This design comes from an exercise in tuning for small area, a short achievable clock period and few clock cycles on the open sky130 flow, not from production work. Function was checked by simulation only, so behaviour that the tests miss may differ from the original. No activity file was given, so power comes from the tool's default toggle rates.

Design cpu_top_pipeline, start of the top module:
module cpu_top_pipeline(input logic clk, input logic reset,
output logic [31:0] pc, input logic [31:0] instr,
output logic [31:0] dmem_addr, output logic [31:0] dmem_wdata, output logic dmem_we, input logic [31:0] dmem_rdata,
output logic [31:0] reg_write_data,output logic [4:0] reg_write_addr,
output logic reg_debug);
logic [31:0] a_e, b_e, s_e;
logic [4:0]  rd_e;
logic [8:0]  sel_e;
logic        sra_e, beq_e, blt_e, bltu_e, binv_e;
logic        wr_e, st_e, ld_e, jalr_e, br_e, cin_e;
logic        fal_e, far_e, fbl_e, fbr_e, fsl_e, fsr_e;
logic [4:0]  shamt_e;
logic [31:0] res_m, s_m;
logic [4:0]  rd_m;
logic        wr_m, st_m, ld_m;
logic [31:0] result_m;
assign dmem_addr  = res_m;
assign dmem_wdata = s_m;
assign dmem_we    = st_m;
assign result_m = ld_m ? dmem_rdata : res_m;
logic [31:0] a, b, s, sum, res_e, target;
logic [4:0]  shamt;
logic        taken, redirect, lt, ltu, eq;
assign a = fal_e ? dmem_rdata : (far_e ? res_m : a_e);
assign b = fbl_e ? (dmem_rdata ^ {32{cin_e}}) : (fbr_e ? (res_m ^ {32{cin_e}}) : b_e);
assign s = fsl_e ? dmem_rdata : (fsr_e ? res_m : s_e);
  ...
Size: ~5700 cells after synthesis, roughly 64000 um^2 of cells after synthesis.
clock: 8.0 ns
lec_check: 0
cap_margin: 20
core_margin: 2
core_utilization: 35
place_density: 0.5
setup_slack_margin: 4.6
slew_margin: 20
tns_end_percent: 5
standard.sh (not shown) runs the stock make flow with config.mk's settings and CLKGATE_MAP_FILE= SYNTH_SCRIPT=/design/flow/synth_recipe.tcl, a recipe that flattens the netlist after the stock synthesis.
==> flow/flow/run.sh <==
#!/bin/bash
set -euo pipefail
export BUFFER_PORTS_ARGS="-buffer_cell sky130_fd_sc_hd__buf_2"
export CTS_ARGS="-sink_clustering_enable -repair_clock_nets -dont_use_dummy_load -buf_list {sky130_fd_sc_hd__clkbuf_4 sky130_fd_sc_hd__clkbuf_8}"
bash standard.sh > standard.log 2>&1
The starting point completed with no timing, DRC or antenna violations.
Testbench counts at the start, summed over its fixed seeds: cycles 451,214.
Rerun with:
- SETUP_SLACK_MARGIN: 4.6 -> 4.2
Result: The changed run ran to the end with no violations. Power goes down by 0.39%. Sequential share of layout area goes up by 0.34 points. Via count goes down by 1.1%. Flip-flop and latch count is unchanged. Setup slack improves by 0.041 ns. Die area is unchanged. First-iteration DRC count goes down by 5.3%. Utilization goes down by 0.30 points. Cell count goes down by 0.61%. Worst hold slack degrades by 0.069 ns.

* * *

== v6 ==
Another version of the RTL of cpu_top_pipeline (not shown whole).
Size in the first run: roughly 5700 cells after synthesis, roughly 1300 flip-flops, roughly 64000 um^2 of cells after synthesis.
Design cpu_top_pipeline, start of the top module:
module cpu_top_pipeline(input logic clk, input logic reset,
output logic [31:0] pc, input logic [31:0] instr,
output logic [31:0] dmem_addr, output logic [31:0] dmem_wdata, output logic dmem_we, input logic [31:0] dmem_rdata,
output logic [31:0] reg_write_data,output logic [4:0] reg_write_addr,
output logic reg_debug);
logic [31:0] a_e, b_e, s_e;
logic [4:0]  rd_e;
logic [3:0]  aluop_e;
logic [2:0]  f3_e;
logic        wr_e, st_e, ld_e, sel_s_e, jalr_e, br_e, pred_e, cin_e;
logic        fal_e, far_e, fbl_e, fbr_e, fsl_e, fsr_e;
logic [4:0]  shamt_e;
logic [31:0] res_m, s_m;
logic [4:0]  rd_m;
logic        wr_m, st_m, ld_m;
logic [31:0] result_m;
assign dmem_addr  = res_m;
assign dmem_wdata = s_m;
assign dmem_we    = st_m;
assign result_m = ld_m ? dmem_rdata : res_m;
logic [31:0] a, b, s, sum, alu_y, res_e, target;
logic [4:0]  shamt;
logic        taken, redirect, lt, ltu, eq;
assign a = fal_e ? dmem_rdata : (far_e ? res_m : a_e);
assign b = fbl_e ? (dmem_rdata ^ {32{cin_e}}) : (fbr_e ? (res_m ^ {32{cin_e}}) : b_e);
assign s = fsl_e ? dmem_rdata : (fsr_e ? res_m : s_e);
assign shamt = fbl_e ? dmem_rdata[4:0] : (fbr_e ? res_m[4:0] : shamt_e);
ALU alu(.a(a), .b(b), .cin(cin_e), .shamt(shamt), .op(aluop_e), .sum(sum), .y(alu_y),
        .eq(eq), .lt(lt), .ltu(ltu));
assign res_e = sel_s_e ? s_e : alu_y;
always_comb begin
    case (f3_e)
        3'd0: taken = eq;
        3'd1: taken = ~eq;
        3'd4: taken = lt;
        3'd5: taken = ~lt;
        3'd6: taken = ltu;
        default: taken = ~ltu;
    endcase
end
assign redirect = jalr_e | (br_e & (taken ^ pred_e));
assign target   = jalr_e ? {sum[31:1], 1'b0} : s_e;
logic [6:0]  opc;
logic [4:0]  rs1, rs2, rd;
logic [2:0]  f3;
logic        is_lui, is_auipc, is_jal, is_jalr, is_br, is_ld, is_st, is_op, is_opimm;
logic [31:0] imm_i, imm_s, imm_b, imm_u, imm_j;
logic [31:0] rf1, rf2, rv1, rv2;
logic [31:0] pc4, pc_jb;
logic        sub, predict, use_rs2;
logic        e1, e2, m1, m2;
assign opc = instr[6:0];
assign rd  = instr[11:7];
assign f3  = instr[14:12];
assign rs1 = instr[19:15];
assign rs2 = instr[24:20];
assign is_lui   = (opc[6:2] == 5'b01101);
  ...
==> flow/config.mk <==
export PLATFORM = sky130hd
export DESIGN_NAME = cpu_top_pipeline
export DESIGN_NICKNAME = cpu_top_pipeline
export VERILOG_FILES = /design/flow/design.v
export SDC_FILE = /design/flow/constraint.sdc
export NUM_CORES = 4
export LEC_CHECK = 0
export CAP_MARGIN = 20
export CORE_MARGIN = 2
export CORE_UTILIZATION = 35
export CTS_BUF_LIST = sky130_fd_sc_hd__clkbuf_4 sky130_fd_sc_hd__clkbuf_8
export PLACE_DENSITY = 0.5
export SETUP_SLACK_MARGIN = 4.2
export SLEW_MARGIN = 20
export TNS_END_PERCENT = 5
==> flow/constraint.sdc <==
create_clock -name core_clock -period 8.0 [get_ports {clk}]
set_input_delay 1.6000 -clock core_clock [delete_from_list [all_inputs] [get_ports {clk}]]
set_output_delay 1.6000 -clock core_clock [all_outputs]
set_load 0.01 [all_outputs]
run.sh (not shown) runs the stock make flow with config.mk's settings and CLKGATE_MAP_FILE= SYNTH_SCRIPT=/design/flow/synth_recipe.tcl, a recipe that flattens the netlist after the stock synthesis.
Stock flow here: none of the scripts above is used.
v6 went all the way through synthesis, placement and routing and the layout is clean on timing, DRC and antenna.
Testbench counts of v6, summed over its fixed seeds: cycles 451,214.
Relative to v6, the following input files were edited for v7:
- clearing TNS_END_PERCENT, which used to be 5
Notes after the runs:
v7 completed; timing, DRC and antenna clean
Changes observed in v7 relative to v6: post-synthesis share of cell area spent on full adders, half adders and majority gates about even, minimum clock period has decreased, length of routed met3 wiring shrank by about 2%, non-clock buffer count now sits higher.

[port drivers added, routing unchanged]
In the flow no input, the clock included, has a driving cell. The finished layouts below were timed again as built, in two steps.
Step 1, drivers: a clkbuf_16 drives clk and a buf_2 each remaining input, both assumed.
Step 2 times the ports against the registers' clock, not the clock port: input delays grow and output delays shrink by t, the midpoint of the rising clock arrivals with the driver on.
Three values: ideal, step 1, step 2; two values: the first two.
run | shift t [ns] | slack for setup (ns) | worst setup path at the end | worst data-port slew with drivers (ns)
the first run of note 1 | 1.064 | 3.613 / 3.613 / 2.725 | input to register | 0.11
the second run of note 1 | 1.038 | 3.654 / 3.713 / 2.675 | input to register | 0.11
v6 | 1.139 | 3.808 / 3.783 / 2.659 | input to register | 0.24
v7 | 1.106 | 3.873 / 3.792 / 2.876 | input to register | 0.09
After both steps every run listed still meets setup and hold. For v6, which loses most, drivers alone change the setup slack by -0.025 ns; drivers and shift together by -1.149 ns.
